This design comes from an exercise in tuning for small area on the open sky130 flow, not from production work.
Function was checked by simulation only, so behaviour that the tests miss may differ from the original.
In every run shown here, the design's own scripts or RTL, not TritonCTS, make the clock network.
The clock input has no modelled driver; a real chip could not lean on it and would need a root buffer or a full tree.
Power is estimated from default activity; no workload was simulated.

$ cat flow/run.sh
#!/bin/bash
# Own layout flow: the standard synthesis, then the combinational logic between
# the registers re-mapped for area (every register cell and name kept), then
# the standard ORFS layout with 1x port buffers and a one-level clock tree
# (the clock port drives one buffer, which drives every register).
set -euo pipefail
W=$(pwd)
R=$W/orfs/results/$FLOW_PLATFORM/upCounter/base
YOSYS=$(command -v yosys || echo $FLOW_HOME/../tools/install/yosys/bin/yosys)
OPENROAD=$(command -v openroad || echo $FLOW_HOME/../tools/install/OpenROAD/bin/openroad)

bash standard.sh synth > synth.log 2>&1
cp "$R/1_2_yosys.v" "$W/std_synth.v"

"$YOSYS" -c flow/reopt.tcl > reopt.log 2>&1
cp "$W/reopt_synth.v" "$R/1_2_yosys.v"
rm -f "$R/1_synth.odb" "$R/1_synth.sdc"

export BUFFER_PORTS_ARGS="-buffer_cell sky130_fd_sc_hd__buf_1"
bash standard.sh place > place.log 2>&1

RESULTS="$R" CLOCK_PORT=i_clk CLOCK_BUF=sky130_fd_sc_hd__buf_12 CLOCK_NBUF=1 \
  "$OPENROAD" -no_init -exit flow/cts.tcl > cts.log 2>&1
cp "$R/4_1_cts.odb" "$R/4_cts.odb"

bash standard.sh finish > finish.log 2>&1
$ cat flow/cts.tcl
# Clock tree of one level: the clock port drives CLOCK_NBUF clock buffers
# (cell CLOCK_BUF), each placed at the centre of its share of the registers
# (registers split into groups by position) and driving their clock pins.
set plat $::env(FLOW_HOME)/platforms/sky130hd
set res $::env(RESULTS)
read_lef $plat/lef/sky130_fd_sc_hd.tlef
read_lef $plat/lef/sky130_fd_sc_hd_merged.lef
read_liberty $plat/lib/sky130_fd_sc_hd__tt_025C_1v80.lib
read_db $res/3_place.odb
read_sdc $res/3_place.sdc
source $plat/setRC.tcl

set block [ord::get_db_block]
set clknet [$block findNet $::env(CLOCK_PORT)]
$clknet setSigType CLOCK
set master [[ord::get_db] findMaster $::env(CLOCK_BUF)]
set nbuf $::env(CLOCK_NBUF)

# sinks sorted by x (or by y for the second split), then cut into groups
set sinks {}
foreach it [$clknet getITerms] {
  set loc [[$it getInst] getLocation]
  lappend sinks [list $it [lindex $loc 0] [lindex $loc 1]]
}
set sinks [lsort -integer -index 1 $sinks]
set n [llength $sinks]
for {set b 0} {$b < $nbuf} {incr b} {
  set lo [expr {($n * $b) / $nbuf}]
  set hi [expr {($n * ($b + 1)) / $nbuf - 1}]
  set inst [odb::dbInst_create $block $master clkbuf_root_$b]
  set net [odb::dbNet_create $block clknet_root_$b]
  $net setSigType CLOCK
  set sx 0; set sy 0; set m 0
  foreach s [lrange $sinks $lo $hi] {
    set it [lindex $s 0]
    incr sx [lindex $s 1]; incr sy [lindex $s 2]; incr m
    $it disconnect
    $it connect $net
  }
  [$inst findITerm A] connect $clknet
  [$inst findITerm X] connect $net
  $inst setLocation [expr {$sx / $m}] [expr {$sy / $m}]
  $inst setPlacementStatus PLACED
  puts "clock buffer $b ($::env(CLOCK_BUF)) drives $m sinks"
}

set_placement_padding -global -left 0 -right 0
detailed_placement
check_placement -verbose

set_propagated_clock [all_clocks]
estimate_parasitics -placement
set mx 0
foreach p [get_pins -hier */CLK] { set s [get_property $p slew_max]; if {$s > $mx} {set mx $s} }
puts "largest register clock slew (placement estimate): $mx"
report_worst_slack -min
report_worst_slack -max

if {[info exists ::env(CTS_DRYRUN)]} { exit }
write_db $res/4_1_cts.odb
write_sdc -no_timestamp $res/4_cts.sdc
$ cat flow/reopt.tcl
# Re-map the standard synthesis's combinational logic for area. Registers are
# kept as black boxes, so their cells and instance names do not change.
set lib $::env(FLOW_HOME)/platforms/sky130hd/lib/sky130_fd_sc_hd__tt_025C_1v80.lib
yosys read_liberty -overwrite -ignore_miss_func $lib
yosys read_verilog std_synth.v
yosys hierarchy -top $::env(FLOW_TOP)
set fh [open $lib r]
set seq {}
while {[gets $fh line] >= 0} {
  if {[regexp {cell\s*\(\s*"?(sky130_fd_sc_hd__(df|dl|sdf|edf|sedf)\w+)"?\s*\)} $line -> c]} {
    lappend seq $c
  }
}
close $fh
foreach c [lsort -unique $seq] { yosys blackbox $c }
yosys flatten
yosys opt -purge
# the platform's don't-use cells, from its config.mk
set fh [open $::env(FLOW_HOME)/platforms/sky130hd/config.mk r]
set cfg [read $fh]
close $fh
regexp {DONT_USE_CELLS \+= \\(.*?)\n\s*#} $cfg -> du
set dont_use {}
foreach c [concat [regexp -all -inline {sky130_fd_sc_hd__\w+} $du] sky130_fd_sc_hd__ha_1 sky130_fd_sc_hd__fa_1] { lappend dont_use -dont_use $c }
puts "dont_use: $dont_use"
# Several ABC runs (different seeds of its deep synthesis); the smallest
# mapping is kept. All of them compute the same logic.
yosys design -save pre_abc
set best_area 1e18
set best_run ""
set runs {}
foreach map {amap {amap -m} {amap -A 50 -F 10} {amap -m -A 50 -F 10}} {
  lappend runs "strash\ndch -f\n$map\ntopo"
  lappend runs "strash\ndch -f -p\n$map\ntopo"
  foreach seed {1 2 3 4 5 6} {
    lappend runs "&get -n\n&st\n&deepsyn -T 10 -S $seed\n&put\ndch -f\n$map\ntopo"
  }
}
set i 0
foreach script $runs {
  yosys design -load pre_abc
  set fh [open abc_area_$i.script w]
  puts $fh $script
  close $fh
  yosys abc -liberty $lib {*}$dont_use -script abc_area_$i.script
  yosys read_liberty -lib -overwrite $lib
  set st [yosys tee -q -s result.string stat -liberty $lib]
  regexp {Chip area for module '\\[^']*': ([0-9.]+)} $st -> area
  puts "abc run $i: area $area"
  if {$area < $best_area} {
    set best_area $area
    set best_run $i
    yosys design -save best_abc
  }
  incr i
}
puts "kept abc run $best_run: area $best_area"
yosys design -load best_abc
# cell definitions again (black boxes) so that the checks know the pin directions
yosys read_liberty -lib -overwrite $lib
yosys opt_clean -purge
yosys splitnets
yosys opt_clean -purge
yosys hilomap -singleton -hicell sky130_fd_sc_hd__conb_1 HI -locell sky130_fd_sc_hd__conb_1 LO
yosys insbuf -buf sky130_fd_sc_hd__buf_1 A X
yosys check -assert -mapped
yosys stat -liberty $lib
yosys write_verilog -noattr -nohex -nodec -selected reopt_synth.v

# Inverters: inv_2 has the area of clkinv_1 and inv_1 and drives more (the inverter of
# the reset input drives every register's reset pin).
set fh [open reopt_synth.v r]
set net [read $fh]
close $fh
set net [string map {"sky130_fd_sc_hd__clkinv_1 " "sky130_fd_sc_hd__inv_2 " "sky130_fd_sc_hd__inv_1 " "sky130_fd_sc_hd__inv_2 "} $net]
set fh [open reopt_synth.v w]
puts -nonewline $fh $net
close $fh
$ cat standard.sh
#!/bin/bash
# synth_recipe.tcl (not shown) runs the flow's synth.tcl, then flattens the netlist and writes it again
# the make line also repeats each setting of config.mk as NAME=value (left out here)
make -C /OpenROAD-flow-scripts/flow DESIGN_CONFIG=/design/flow/config.mk WORK_HOME=/design/flow/orfs CLKGATE_MAP_FILE= SYNTH_SCRIPT=/design/flow/synth_recipe.tcl "${@:-finish}"
$ cat config.mk
export PLATFORM = sky130hd
export DESIGN_NAME = upCounter
export DESIGN_NICKNAME = upCounter
export VERILOG_FILES = /design/flow/design.v
export SDC_FILE = /design/flow/constraint.sdc
export NUM_CORES = 4
export LEC_CHECK = 0
export CAP_MARGIN = 20
export CORE_AREA = 2.3 2.72 57.04 57.12
export DIE_AREA = 0 0 59.42 59.42
export PLACE_DENSITY = 0.9
export SLEW_MARGIN = 20
$ cat constraint.sdc
create_clock -name core_clock -period 120.0 [get_ports {i_clk}]
set_input_delay 24.0000 -clock core_clock [delete_from_list [all_inputs] [get_ports {i_clk}]]
set_output_delay 24.0000 -clock core_clock [all_outputs]
set_load 0.01 [all_outputs]
$ cat design.v
`timescale 1ns / 1ps
module clockDivider(
    input i_clk,
    input i_reset,
    input i_carry,
    output [1:0] o_counter,
    output [1:0] o_sel,
    output o_thou,
    output o_odd,
    output o_start,
    output o_carry
    );
    reg [2:0] r_s;
    reg       r_p;
    reg [1:0] r_k;
    reg [2:0] r_c;
    wire w_kStep = r_s[2] & ~r_s[1] & ~r_p;
    wire w_x0 = ~(r_k[0] ^ r_s[0]);
    assign o_thou  = ~r_p & ~r_s[1];
    assign o_odd   = r_p;
    assign o_sel   = {r_k[1] ^ (r_p ? w_x0 : r_s[1]), ~(r_k[0] ^ r_p)};
    assign o_counter = r_k;
    assign o_start = r_s[1] & r_s[0] & r_p & r_k[1] & ~r_k[0] & ~r_c[2] & ~r_c[0];
    assign o_carry = ~r_c[2] & r_c[1] & ~r_c[0];
    always @(posedge i_clk or posedge i_reset) begin
        if (i_reset) begin
            r_s <= 0;
            r_p <= 0;
            r_k <= 0;
            r_c <= 0;
        end
        else begin
            r_s <= {r_s[1:0], ~(r_s[2] | r_s[1])};
            r_p <= ~r_p;
            r_k <= {r_k[1] ^ (w_kStep & r_k[0]), r_k[0] ^ w_kStep};
            if (w_kStep)
                r_c <= {r_c[1:0], ~(r_c[2] | r_c[1])};
            else
                r_c <= {r_c[2], i_carry | (r_c[1] & (r_c[2] | r_c[0])), r_c[0]};
        end
    end
endmodule
`timescale 1ns / 1ps
`timescale 1ns / 1ps
`timescale 1ns / 1ps
module bcdDigit(
    input [3:0] r_d,
    input i_en,
    output [3:0] o_next,
    output o_carry
    );
    wire w_t1 = i_en & r_d[0];
    wire w_x  = w_t1 & ~r_d[3];
    wire w_t2 = w_x & r_d[1];
    wire w_t3 = w_t2 & r_d[2];
    assign o_next[0] = r_d[0] ^ i_en;
    assign o_next[1] = r_d[1] ^ w_x;
    assign o_next[2] = r_d[2] ^ w_t2;
    assign o_next[3] = w_t1 ? w_t3 : r_d[3];
    assign o_carry = w_t1 & r_d[3];
endmodule
module counterData(
    input i_clk,
    input i_reset,
    input i_thou,
    input i_odd,
    input i_start,
    input i_carry,
    output [3:0] o_slot0, o_slot1, o_slot2, o_slot3,
    output o_carry
    );
    reg  [3:0] r_slot0, r_slot1, r_slot2, r_slot3;
    reg        r_ov;
    wire [3:0] w_next;
    wire       w_carry;
    assign o_slot0 = r_slot0;
    assign o_slot1 = r_slot1;
    assign o_slot2 = r_slot2;
    assign o_slot3 = r_slot3;
    wire w_thou = i_thou;
    wire w_cin  = i_start | i_carry;
    bcdDigit inc(.r_d(r_slot0), .i_en(w_cin), .o_next(w_next), .o_carry(w_carry));
    assign o_carry = w_carry & ~w_thou;
    wire w_wrap = i_odd & r_ov
                & r_slot0[1] & r_slot0[0]      
                & r_slot1[2] & r_slot1[1]      
                & r_slot2[2]                   
                & r_slot3[3];                  
    always @(posedge i_clk or posedge i_reset) begin
        if (i_reset) begin
            r_slot0 <= 0;
            r_slot1 <= 0;
            r_slot2 <= 0;
            r_slot3 <= 0;
            r_ov <= 0;
        end
        else begin
            r_slot0 <= {r_slot1[3], r_slot1[2:1] & {2{~w_wrap}}, r_slot1[0]};
            r_slot1 <= {r_slot2[3], r_slot2[2] & ~w_wrap, r_slot2[1:0]};
            r_slot2 <= {r_slot3[3] & ~w_wrap, r_slot3[2:0]};
            r_slot3 <= {w_next[3:2], w_next[1:0] & {2{~w_wrap}}};
            r_ov    <= (r_ov | (w_carry & w_thou)) & ~w_wrap;
        end
    end
endmodule
`timescale 1ns / 1ps
module decoder2x4(
    input [1:0] i_counter,
    output [3:0] o_fndDigit
    );
    reg [3:0] r_fndDigit;
    assign o_fndDigit = r_fndDigit;
    always @(*) begin
        case (i_counter)
            2'b00 : r_fndDigit = 4'b1110;
            2'b01 : r_fndDigit = 4'b1101;
            2'b10 : r_fndDigit = 4'b1011;
            2'b11 : r_fndDigit = 4'b0111;
        endcase
    end
endmodule
`timescale 1ns / 1ps
`timescale 1ns / 1ps
module MUX4(
    input [3:0] i_slot0, i_slot1, i_slot2, i_slot3,
    input [1:0] i_sel,
    output [3:0] o_data
    );
    wire [1:0] w_sel = i_sel;
    reg [3:0] r_data;
    assign o_data = r_data;
    always @(*) begin
        case (w_sel)
            2'b00: r_data = i_slot0;
            2'b01: r_data = i_slot1;
            2'b10: r_data = i_slot2;
            2'b11: r_data = i_slot3;
        endcase
    end
endmodule
`timescale 1ns / 1ps
module BCDtoFNDdecoder(
    input [3:0] i_data,
    output [7:0] o_fndData
    );
    wire [3:0] d = i_data;
    wire w_low = ~d[3] & ~d[2] & ~d[1];    
    wire w_7   = d[2] & d[1] & d[0];       
    wire w_a   = (w_low & d[0]) | (d[2] & ~d[1] & ~d[0]);    
    assign o_fndData[0] = w_a;                                
    assign o_fndData[1] = d[2] & (d[1] ^ d[0]);               
    assign o_fndData[2] = ~d[2] & d[1] & ~d[0];               
    assign o_fndData[3] = w_a | w_7;                          
    assign o_fndData[4] = d[0] | (d[2] & ~d[1]);              
    assign o_fndData[5] = (d[1] & d[0]) | (~d[3] & ~d[2] & (d[1] | d[0]));   
    assign o_fndData[6] = w_low | w_7;                        
    assign o_fndData[7] = 1'b1;                               
endmodule
`timescale 1ns / 1ps
module upCounter(
    input i_clk,
    input i_reset,
    output [3:0] o_fndDigit,
    output [7:0] o_fndData
    );
    wire       w_start, w_thou, w_odd, w_carryIn, w_carryOut;
    wire [1:0] w_counter, w_sel;
    wire [3:0] w_slot0, w_slot1, w_slot2, w_slot3, w_data;
    clockDivider clkDiv(
        .i_clk(i_clk),
        .i_reset(i_reset),
        .i_carry(w_carryOut),
        .o_counter(w_counter),
        .o_sel(w_sel),
        .o_thou(w_thou),
        .o_odd(w_odd),
        .o_start(w_start),
        .o_carry(w_carryIn)
    );
    decoder2x4 deco2x4(
        .i_counter(w_counter),
        .o_fndDigit(o_fndDigit)
    );
    counterData cntData(
        .i_clk(i_clk),
        .i_reset(i_reset),
        .i_thou(w_thou),
        .i_odd(w_odd),
        .i_start(w_start),
        .i_carry(w_carryIn),
        .o_slot0(w_slot0),
        .o_slot1(w_slot1),
        .o_slot2(w_slot2),
        .o_slot3(w_slot3),
        .o_carry(w_carryOut)
    );
    MUX4 mux(
        .i_slot0(w_slot0),
        .i_slot1(w_slot1),
        .i_slot2(w_slot2),
        .i_slot3(w_slot3),
        .i_sel(w_sel),
        .o_data(w_data)
    );
    BCDtoFNDdecoder bcdFndDeco(
        .i_data(w_data),
        .o_fndData(o_fndData)
    );
endmodule
==> results of run 1 <==
-- sequential cells by signal, indices dropped and copies added (netlist names) --
signal,flops
clkDiv.r_k,2
cntData.r_ov,1
cntData.r_slot2,4
cntData.r_slot3,4
clkDiv.r_s,3
clkDiv.r_p,1
clkDiv.r_c,3
cntData.r_slot1,4
cntData.r_slot0,4
-- layout make-up --
cell class / count / area (um2) / share of cell area
inverter: 21 / 78.8 / 0.0666
buffer: 1 / 20.0 / 0.0169
timing repair buffer: 12 / 45.0 / 0.0381
sequential: 26 / 651 / 0.550
tap: 33 / 41.3 / 0.0349
multi-input combinational: 67 / 348 / 0.294
-- worst max-delay path: stages (launching register included) --
cell and delay, ns:
dfrtp_1 0.44, nor2_1 0.25, a31oi_1 0.10, o21ai_0 0.54
inv_2 0.13, a221oi_1 0.31, a21oi_1 0.13, nor2_1 0.19
a32o_1 0.18, a21o_1 0.09, buf_1 0.15
-- through the flow --
stage / worst slack, ns / instance area, um2
floorplan: 93.85 / 1120
global placement: 93.68 / 1160
detailed placement: 93.57 / 1160
global route: 93.01 / 1180
finish: 93.36 / 1180
-- cells in the final DEF, fill, tap and decap left out, drive strengths merged, types with 2 or more instances in the layout --
master  instances
dfrtp          26
inv            21
nor2           18
buf            13
o22ai          12
nand2           9
o21ai           5
a21oi           4
nor3            3
a31oi           2
-- how the worst max path moves through the flow --
stage | start | endpoint | slack (ns) | cells after the start
3_5_place_dp | clkDiv.r_p | o_fndData[3] | 93.57 | 10
3_3_place_gp | clkDiv.r_p | o_fndData[6] | 93.68 | 10
2_1_floorplan | clkDiv.r_p | o_fndData[3] | 93.85 | 10
5_1_grt | clkDiv.r_p | o_fndData[6] | 93.01 | 10
6_report | clkDiv.r_p | o_fndData[3] | 93.36 | 10
-- power by group through the flow --
stage	Sequential, W	Clock (W)	Combinational (W)
floorplan	0.00000893	0	0.000000155
global placement	0.00000893	0	0.000000194
detailed placement	0.00000893	0	0.000000198
global route	0.00000875	0.00000375	0.000000224
finish	0.00000876	0.00000334	0.000000186
-- routing by layer --
metal / vias to the layer above / routed length (um) / track usage
met5: - / 0 / 0
met4: 0 / 20 / 0.0130
met3: 2 / 71 / 0.00873
met2: 18 / 948 / 0.214
met1: 399 / 868 / 0.133
li1: 414 / - / -
==> qor.txt, run 1 <==
Slew HR -> 0.563
VDD IR max -> 0.00487 mV
Leakage Power -> 0.547 nW
Die Y -> 59.4 um
Yosys warnings -> 4
Clock latency (worst-skew pair) -> 0.13 ns
Vias in the first global route -> 741
DRT iter0 DRCs -> 46
Logic pwr share -> 0.015
Max Slew Vio Count -> 0
Reg clk slew, reported paths -> 0.09 ns
1st-pass router iterations -> 4
Filler cells -> 271
Drc violations -> 0
Synthesized Nets -> 128
Reg-to-Reg End -> cntData.r_slot3[2]
Share of layout cells above drive strength 1 -> 0.173
Fmax -> 0.0375 GHz
Worst Skew -> 0.00155 ns
Final period demand of the worst path -> 26.64 ns
Crit. End Element -> output pin
Critical path type -> reg -> out
N_diodes -> 0
Net Sw Frac -> 0.176
GRT Util Overall -> 0.110
Clock network power share -> 0.272
Placed insts -> 159
Post-route core utilization -> 0.397
CP Data Arrival Time -> 2.64 ns
Detail Placement HPWL -> 1.44 mm
Syn Std Cell Area -> 1120 um2
Worst hold slack -> 0.381 ns
RSZ-0062 raised after global routing -> false
Crit start category -> flip-flop
Power, Total -> 0.0000123 W
Die width -> 59.4 um
Grt total ovfl -> 0
Finished Layout Cells -> 160
Cells after Synth -> 126
Critical Path RT -> 96.00 ns
P_sw -> 0.00000216 W
GP Congestion -> 0.833
Vias -> 833
ANT nets after route -> 0
Post-DR wirelength/cell -> 11.9 um
Core box area -> 2980 um2
Initial antenna violation count -> 0
Largest net degree at the start of global routing -> 27
Initial Util -> 0.377
Status -> complete, no violations
Hold Path Class -> reg -> reg
Worst Hold Launch -> cntData.r_slot3[0]
Area of the die -> 3530 um2
R2R Setup Slk -> 118.36 ns
Worst Hold Endpoint -> cntData.r_slot2[0]
First-pass GRT wire length -> 3.14 mm
Power Dens Cells -> 10.4 nW/um2
Crit path max fanout -> 6
Synthesized area per cell -> 8.91 um2
I/O pin cnt -> 14
Final Hold Fails -> 0
Worst-Margin Slew -> 0.649 ns
Rows -> 20
Final setup violation count -> 0
Fin crit share -> 0.222
Sequential power share -> 0.713
Power Internal -> 0.0000101 W
Maxcap violations -> 0
Vias/cell -> 5.21
Wirelength, routed -> 1.91 mm
Final setup TNS -> 0 ns
Reg2Reg Depth -> 9
Nets -> 131
Port-buffer cells -> 12
Hold Path Depth -> 0
Reg2Reg Launch Point -> clkDiv.r_k[0]
Synth-to-Final Area Change -> 5.46%
==> inputs of run 2 (changes only) <==
--- a/design.v
+++ b/design.v
@@ -49,15 +49,13 @@
     output [3:0] o_next,
     output o_carry
     );
-    wire w_t1 = i_en & r_d[0];
-    wire w_x  = w_t1 & ~r_d[3];
-    wire w_t2 = w_x & r_d[1];
-    wire w_t3 = w_t2 & r_d[2];
-    assign o_next[0] = r_d[0] ^ i_en;
-    assign o_next[1] = r_d[1] ^ w_x;
-    assign o_next[2] = r_d[2] ^ w_t2;
-    assign o_next[3] = w_t1 ? w_t3 : r_d[3];
-    assign o_carry = w_t1 & r_d[3];
+    wire [3:0] w_inc;
+    assign w_inc[0] = ~r_d[0];
+    assign w_inc[1] = (r_d[1] & ~r_d[0]) | (~r_d[3] & ~r_d[2] & r_d[0]);
+    assign w_inc[2] = (r_d[2] & ~r_d[0]) | (r_d[1] & r_d[0]);
+    assign w_inc[3] = (r_d[2] & r_d[0]) | (r_d[3] & ~r_d[2] & ~r_d[0]);
+    assign o_next = i_en ? w_inc : r_d;
+    assign o_carry = i_en & r_d[3] & r_d[0];      
 endmodule
 module counterData(
     input i_clk,
@@ -83,9 +81,9 @@
     assign o_carry = w_carry & ~w_thou;
     wire w_wrap = i_odd & r_ov
                 & r_slot0[1] & r_slot0[0]      
-                & r_slot1[2] & r_slot1[1]      
+                & r_slot1[3]                   
                 & r_slot2[2]                   
-                & r_slot3[3];                  
+                & r_slot3[3] & ~r_slot3[2];    
     always @(posedge i_clk or posedge i_reset) begin
         if (i_reset) begin
             r_slot0 <= 0;
@@ -95,8 +93,8 @@
             r_ov <= 0;
         end
         else begin
-            r_slot0 <= {r_slot1[3], r_slot1[2:1] & {2{~w_wrap}}, r_slot1[0]};
-            r_slot1 <= {r_slot2[3], r_slot2[2] & ~w_wrap, r_slot2[1:0]};
+            r_slot0 <= {r_slot1[3:2] & {2{~w_wrap}}, r_slot1[1:0]};
+            r_slot1 <= {r_slot2[3], r_slot2[2:1] & {2{~w_wrap}}, r_slot2[0]};
             r_slot2 <= {r_slot3[3] & ~w_wrap, r_slot3[2:0]};
             r_slot3 <= {w_next[3:2], w_next[1:0] & {2{~w_wrap}}};
             r_ov    <= (r_ov | (w_carry & w_thou)) & ~w_wrap;
@@ -144,17 +142,14 @@
     output [7:0] o_fndData
     );
     wire [3:0] d = i_data;
-    wire w_low = ~d[3] & ~d[2] & ~d[1];    
-    wire w_7   = d[2] & d[1] & d[0];       
-    wire w_a   = (w_low & d[0]) | (d[2] & ~d[1] & ~d[0]);    
-    assign o_fndData[0] = w_a;                                
-    assign o_fndData[1] = d[2] & (d[1] ^ d[0]);               
-    assign o_fndData[2] = ~d[2] & d[1] & ~d[0];               
-    assign o_fndData[3] = w_a | w_7;                          
-    assign o_fndData[4] = d[0] | (d[2] & ~d[1]);              
-    assign o_fndData[5] = (d[1] & d[0]) | (~d[3] & ~d[2] & (d[1] | d[0]));   
-    assign o_fndData[6] = w_low | w_7;                        
-    assign o_fndData[7] = 1'b1;                               
+    assign o_fndData[0] = (d[2] & d[1] & ~d[0]) | (~d[3] & ~d[2] & ~d[1] & d[0]);   
+    assign o_fndData[1] = (d[2] & d[1] & d[0]) | (d[3] & d[2]);                       
+    assign o_fndData[2] = ~d[2] & d[1] & ~d[0];                                       
+    assign o_fndData[3] = (~d[3] & ~d[1] & d[0]) | (d[2] & d[1] & ~d[0]);             
+    assign o_fndData[4] = (~d[3] & d[2]) | d[0];                                      
+    assign o_fndData[5] = (~d[3] & ~d[1] & d[0]) | (~d[2] & d[1]);                    
+    assign o_fndData[6] = ~d[3] & ~d[1];                                              
+    assign o_fndData[7] = 1'b1;                                                       
 endmodule
 `timescale 1ns / 1ps
 module upCounter(
==> qor.txt, run 2 <==
Reg-to-Reg End -> cntData.r_ov
Leakage Power -> 0.537 nW
Synthesized area per cell -> 9.16 um2
Largest net degree at the start of global routing -> 27
Yosys warnings -> 4
Rows -> 20
Status -> complete, no violations
Max Slew Vio Count -> 0
DRT iter0 DRCs -> 55
ANT nets after route -> 0
Initial Util -> 0.375
Area post-placement -> 1160 um2
Slowest Stage Delay on Critical Path -> 0.42 ns
Die width -> 59.4 um
Clock latency (worst-skew pair) -> 0.13 ns
Hold Path Class -> reg -> reg
Placed insts -> 155
Wirelength, routed -> 2.02 mm
Nets -> 127
Port-buffer cells -> 12
VDD IR max -> 0.00630 mV
Vias/cell -> 5.46
Reg clk slew, reported paths -> 0.10 ns
R2R Setup Slk -> 118.38 ns
Sequential power share -> 0.705
Final period demand of the worst path -> 26.75 ns
Initial antenna violation count -> 0
Most used cell, CP -> inv_2
Synthesized Nets -> 124
GP Congestion -> 0.816
Critical Path RT -> 96.00 ns
Power Dens Cells -> 10.5 nW/um2
Setup Slack @ Placement -> 93.44 ns
First-pass GRT wire length -> 3.30 mm
Fin crit share -> 0.223
Share of layout cells above drive strength 1 -> 0.114
Core box area -> 2980 um2
Clock network power share -> 0.280
Worst Hold Launch -> cntData.r_slot3[1]
Finished Layout Cells -> 156
GRT Util Overall -> 0.116
Drc violations -> 0
Sequential standard cell area -> 651 um2
Cells after Synth -> 122
Final setup TNS -> 0 ns
Power Internal -> 0.0000101 W
Slew HR -> 0.438
I/O pin cnt -> 14
Crit start category -> flip-flop
Synth-to-Final Area Change -> 5.49%
Net Sw Frac -> 0.185
Worst Skew -> 0.00279 ns
Crit. End Element -> output pin
Critical path type -> reg -> out
Final Hold Fails -> 0
Worst Hold Endpoint -> cntData.r_slot2[1]
Post-DR wirelength/cell -> 13.0 um
Logic pwr share -> 0.015
Worst-Margin Slew -> 0.836 ns
Area of the die -> 3530 um2
Layout Cell Area excl Fill -> 1180 um2
CP Data Arrival Time -> 2.75 ns
Filler cells -> 286
Fmax -> 0.0374 GHz
Reg2Reg Launch Point -> clkDiv.r_k[0]
P_sw -> 0.00000230 W
Die Y -> 59.4 um
Slowest stage cell, crit path -> dfrtp_1
Grt total ovfl -> 0
Multi-input logic area -> 373 um2
1st-pass router iterations -> 4
Worst-path cell chain -> inv_2, nand2_1, o21a_1, o21ai_0, nor2_1, a21oi_1, inv_2, o22ai_1, inv_2, or3_1, o21ai_0, buf_1
Hold Path Depth -> 0
Commonest non-fill, non-tap cells in the layout -> dfrtp_1 (26), nor2_1 (15), inv_2 (13), o22ai_1 (13), buf_1 (12)
Reg2Reg Depth -> 8
Detail Placement HPWL -> 1.54 mm
Syn Std Cell Area -> 1120 um2
Commonest non-fill, non-tap cell in the layout -> dfrtp_1
Vias in the first global route -> 756
Final setup violation count -> 0
N_diodes -> 0
Crit path max fanout -> 7
RSZ-0062 raised after global routing -> false
Vias -> 851
Worst setup margin -> 93.25 ns
Maxcap violations -> 0
[run 2: cell types whose count changed in the layout (fill, tap and decap cells not counted), moves of 2 or more]
cell / delta
a31oi_1: -2
inv_2: -8
nor2_1: -3
nor2b_1: +4
or3_1: +2
[run 2: layout make-up]
cell class / instances / area share
Buffer: 1 / 0.0170
Inverter: 13 / 0.0414
Multi-Input combinational cell: 71 / 0.316
Sequential cell: 26 / 0.552
Tap cell: 33 / 0.0350
Timing Repair Buffer: 12 / 0.0382
[run 2: power groups by stage]
stage / clock [W] / sequential (W) / combinational [W]
global placement: 0 / 0.00000893 / 0.000000197
finish: 0.00000348 / 0.00000875 / 0.000000192
detailed placement: 0 / 0.00000893 / 0.000000202
global route: 0.00000384 / 0.00000875 / 0.000000226
floorplan: 0 / 0.00000893 / 0.000000155
[run 2: worst max-delay path by stage]
stage	slack [ns]	to	start	cells after the start
final	93.25	o_fndData[0]	clkDiv.r_k[0]	12
after global placement	93.63	o_fndData[0]	clkDiv.r_k[0]	12
after floorplan	93.79	o_fndData[0]	clkDiv.r_k[0]	12
after global routing	93.04	o_fndData[0]	clkDiv.r_k[0]	12
after detailed placement	93.44	o_fndData[0]	clkDiv.r_k[0]	12
[run 2: through the flow]
step           hold WS, ns  total power [W]  utilization
2_1_floorplan        0.354       0.00000908            -
3_3_place_gp         0.359       0.00000912        0.389
3_5_place_dp         0.370       0.00000913        0.389
5_1_grt              0.415        0.0000128        0.396
6_report             0.388        0.0000124        0.396
[run 2: layer usage]
metal  vias to the layer above  track usage  wire length, um
met1                       409        0.152              877
met5                         -            0                0
met3                         4      0.00437               96
met2                        28        0.217             1010
li1                        410            -                -
met4                         0       0.0162               36
[run 2: critical path, delay by kind of cell, from the launching register on]
family	cells	cell delay [ns]
buffers and inverters	4	0.50
and+or+nand+nor	3	0.51
DFF	1	0.42
AOI/OAI and AO/OA	5	1.18
==> inputs of run 3 (changes only) <==
--- a/design.v
+++ b/design.v
@@ -50,9 +50,9 @@
     output o_carry
     );
     wire [3:0] w_inc;
-    assign w_inc[0] = ~r_d[0];
-    assign w_inc[1] = (r_d[1] & ~r_d[0]) | (~r_d[3] & ~r_d[2] & r_d[0]);
-    assign w_inc[2] = (r_d[2] & ~r_d[0]) | (r_d[1] & r_d[0]);
+    assign w_inc[0] = (~r_d[0]);
+    assign w_inc[1] = (~r_d[3] & ~r_d[2] & r_d[0]) | (r_d[1] & ~r_d[0]);
+    assign w_inc[2] = (r_d[1] & r_d[0]) | (r_d[2] & ~r_d[0]);
     assign w_inc[3] = (r_d[2] & r_d[0]) | (r_d[3] & ~r_d[2] & ~r_d[0]);
     assign o_next = i_en ? w_inc : r_d;
     assign o_carry = i_en & r_d[3] & r_d[0];      
@@ -93,10 +93,10 @@
             r_ov <= 0;
         end
         else begin
-            r_slot0 <= {r_slot1[3:2] & {2{~w_wrap}}, r_slot1[1:0]};
-            r_slot1 <= {r_slot2[3], r_slot2[2:1] & {2{~w_wrap}}, r_slot2[0]};
-            r_slot2 <= {r_slot3[3] & ~w_wrap, r_slot3[2:0]};
-            r_slot3 <= {w_next[3:2], w_next[1:0] & {2{~w_wrap}}};
+            r_slot0 <= {r_slot1[3] & ~w_wrap, r_slot1[2] & ~w_wrap, r_slot1[1], r_slot1[0]};
+            r_slot1 <= {r_slot2[3], r_slot2[2] & ~w_wrap, r_slot2[1] & ~w_wrap, r_slot2[0]};
+            r_slot2 <= {r_slot3[3] & ~w_wrap, r_slot3[2], r_slot3[1], r_slot3[0]};
+            r_slot3 <= {w_next[3], w_next[2], w_next[1] & ~w_wrap, w_next[0] & ~w_wrap};
             r_ov    <= (r_ov | (w_carry & w_thou)) & ~w_wrap;
         end
     end
@@ -142,13 +142,13 @@
     output [7:0] o_fndData
     );
     wire [3:0] d = i_data;
-    assign o_fndData[0] = (d[2] & d[1] & ~d[0]) | (~d[3] & ~d[2] & ~d[1] & d[0]);   
-    assign o_fndData[1] = (d[2] & d[1] & d[0]) | (d[3] & d[2]);                       
-    assign o_fndData[2] = ~d[2] & d[1] & ~d[0];                                       
-    assign o_fndData[3] = (~d[3] & ~d[1] & d[0]) | (d[2] & d[1] & ~d[0]);             
-    assign o_fndData[4] = (~d[3] & d[2]) | d[0];                                      
-    assign o_fndData[5] = (~d[3] & ~d[1] & d[0]) | (~d[2] & d[1]);                    
-    assign o_fndData[6] = ~d[3] & ~d[1];                                              
+    assign o_fndData[0] = (d[2] & d[1] & ~d[0]) | (~d[3] & ~d[2] & ~d[1] & d[0]);    
+    assign o_fndData[1] = (d[2] & d[1] & d[0]) | (d[3] & d[2]);    
+    assign o_fndData[2] = (~d[2] & d[1] & ~d[0]);    
+    assign o_fndData[3] = (d[2] & d[1] & ~d[0]) | (~d[3] & ~d[1] & d[0]);    
+    assign o_fndData[4] = (d[0]) | (~d[3] & d[2]);    
+    assign o_fndData[5] = (~d[3] & ~d[1] & d[0]) | (~d[2] & d[1]);    
+    assign o_fndData[6] = (~d[3] & ~d[1]);    
     assign o_fndData[7] = 1'b1;                                                       
 endmodule
 `timescale 1ns / 1ps
==> qor.txt, run 3 <==
Hold Path Class -> reg -> reg
Reg clk slew, reported paths -> 0.09 ns
Critical Path Source -> clkDiv.r_k[0]
Reg2Reg Launch Point -> clkDiv.r_k[0]
Area of the die -> 3530 um2
Final setup TNS -> 0 ns
Final period demand of the worst path -> 26.35 ns
ANT nets after route -> 0
Port-buffer cells -> 12
Leakage Power -> 0.568 nW
Power, Total -> 0.0000122 W
Rows -> 20
Final Hold Fails -> 0
Share of layout cells above drive strength 1 -> 0.112
Crit. End Element -> output pin
Synthesized area per cell -> 8.93 um2
Worst-Margin Slew -> 0.712 ns
Die width -> 59.4 um
Reg2Reg Depth -> 8
Crit path capture -> o_fndData[0]
Largest net degree at the start of global routing -> 27
Critical Path RT -> 96.00 ns
Die Y -> 59.4 um
Initial antenna violation count -> 0
Fmax -> 0.0380 GHz
Worst Skew -> 0.00731 ns
GRT Util Overall -> 0.112
Crit path max fanout -> 7
GP Congestion -> 0.787
Critical path type -> reg -> out
Yosys warnings -> 4
Maxcap violations -> 0
Syn Std Cell Area -> 1110 um2
Vias -> 786
Grt total ovfl -> 0
Setup Slack @ Placement -> 93.82 ns
R2R Setup Slk -> 117.97 ns
Slew HR -> 0.521
Filler cells -> 285
Drc violations -> 0
Clock latency (worst-skew pair) -> 0.13 ns
RSZ-0062 raised after global routing -> false
Commonest non-fill, non-tap cells in the layout -> dfrtp_1 (26), nor2_1 (19), nand2_1 (16), inv_2 (12), buf_1 (12)
Core box area -> 2980 um2
Fin crit share -> 0.220
Crit start category -> flip-flop
Synthesized Nets -> 126
Vias in the first global route -> 734
Max Slew Vio Count -> 0
VDD IR max -> 0.00550 mV
Initial Util -> 0.372
Reg-to-Reg End -> cntData.r_slot3[1]
Detail Placement HPWL -> 1.47 mm
Final setup violation count -> 0
CP Data Arrival Time -> 2.35 ns
I/O pin cnt -> 14
N_diodes -> 0
Vias/cell -> 4.97
First-pass GRT wire length -> 3.21 mm
Nets -> 129
Status -> complete, no violations
DRT iter0 DRCs -> 39
Post-route core utilization -> 0.395
Synth-to-Final Area Change -> 6.10%
Wirelength, routed -> 1.92 mm
Power Dens Cells -> 10.4 nW/um2
1st-pass router iterations -> 4
Commonest non-fill, non-tap cell in the layout -> dfrtp_1
Cells after Synth -> 124
Post-DR wirelength/cell -> 12.1 um
Worst setup margin -> 93.65 ns
-- run 3: area by class of cell --
class                           instances  area (um2)  share of cell area
Buffer                                  1        20.0              0.0170
Inverter                               12        45.0              0.0383
Multi-Input combinational cell         74         373               0.317
Sequential cell                        26         651               0.554
Tap cell                               33        41.3              0.0351
Timing Repair Buffer                   12        45.0              0.0383
-- run 3: metrics by stage --
| stage | hold slack (ns) | cells | area, um2 |
|---|---|---|---|
| global placement | 0.356 | 157 | 1150 |
| floorplan | 0.354 | 124 | 1110 |
| global route | 0.396 | 158 | 1170 |
| finish | 0.385 | 158 | 1170 |
| detailed placement | 0.365 | 157 | 1150 |
-- run 3: power by group --
part	total (W)	internal, W	switching [W]
sequential	0.00000876	0.00000876	0
clock	0.00000330	0.00000136	0.00000195
combinational	0.000000186	0.0000000107	0.000000175
total	0.0000122	0.0000101	0.00000212
-- run 3: worst min-delay path by stage --
stage / from / end / slack, ns / cells after the start
floorplan: cntData.r_slot1[0] / cntData.r_slot0[0] / 0.35 / 0
global placement: cntData.r_slot1[1] / cntData.r_slot0[1] / 0.36 / 0
detailed placement: cntData.r_slot1[1] / cntData.r_slot0[1] / 0.37 / 0
global route: cntData.r_slot1[1] / cntData.r_slot0[1] / 0.40 / 0
finish: cntData.r_slot1[1] / cntData.r_slot0[1] / 0.38 / 0
-- run 3: routing by layer --
metal | up-vias | track usage | routed length [um]
li1 | 402 | - | -
met1 | 373 | 0.164 | 910
met4 | 0 | 0.00974 | 0
met2 | 11 | 0.188 | 942
met5 | - | 0 | 0
met3 | 0 | 0.00873 | 61
-- run 3: worst max-delay path: stages (launching register included) --
cell	delay (ns)
dfrtp_1	0.46
o21ai_0	0.18
a21oi_1	0.08
nor2_1	0.19
nor2_1	0.07
a21oi_1	0.22
nand2_1	0.19
o22ai_1	0.19
nor2_1	0.08
nor2_1	0.17
nand2_1	0.11
o22ai_1	0.12
buf_1	0.16

[separate check: timing with driven ports]
No port has a modelled driver above. Below, the same layouts with a new extraction and two added sets of constraints.
Step 1, drivers: a clkbuf_16 drives i_clk and a buf_2 each remaining input, both assumed.
Step 2 adds t to the input delays and takes it off the output delays; t is the mean of the earliest and latest rising clock arrival at the registers after step 1. Input paths then give back, and output paths get back, about the clock's delay inside the block.
a / b / c = no drivers / after step 1 / after step 2; a / b = the first two.
run	t (ns)	setup slack, ns	worst hold slack (ns)	latest minus earliest clock arrival (ns)	worst data-port slew with drivers (ns)
run 1	0.157	93.362 / 93.332 / 93.489	0.381 / 0.381 / 0.381	0.002 / 0.001	0.03
run 2	0.159	93.252 / 93.224 / 93.382	0.388 / 0.388 / 0.388	0.003 / 0.003	0.03
run 3	0.154	93.652 / 93.625 / 93.779	0.385 / 0.385 / 0.385	0.007 / 0.008	0.03
After both steps every run listed still meets setup and hold.
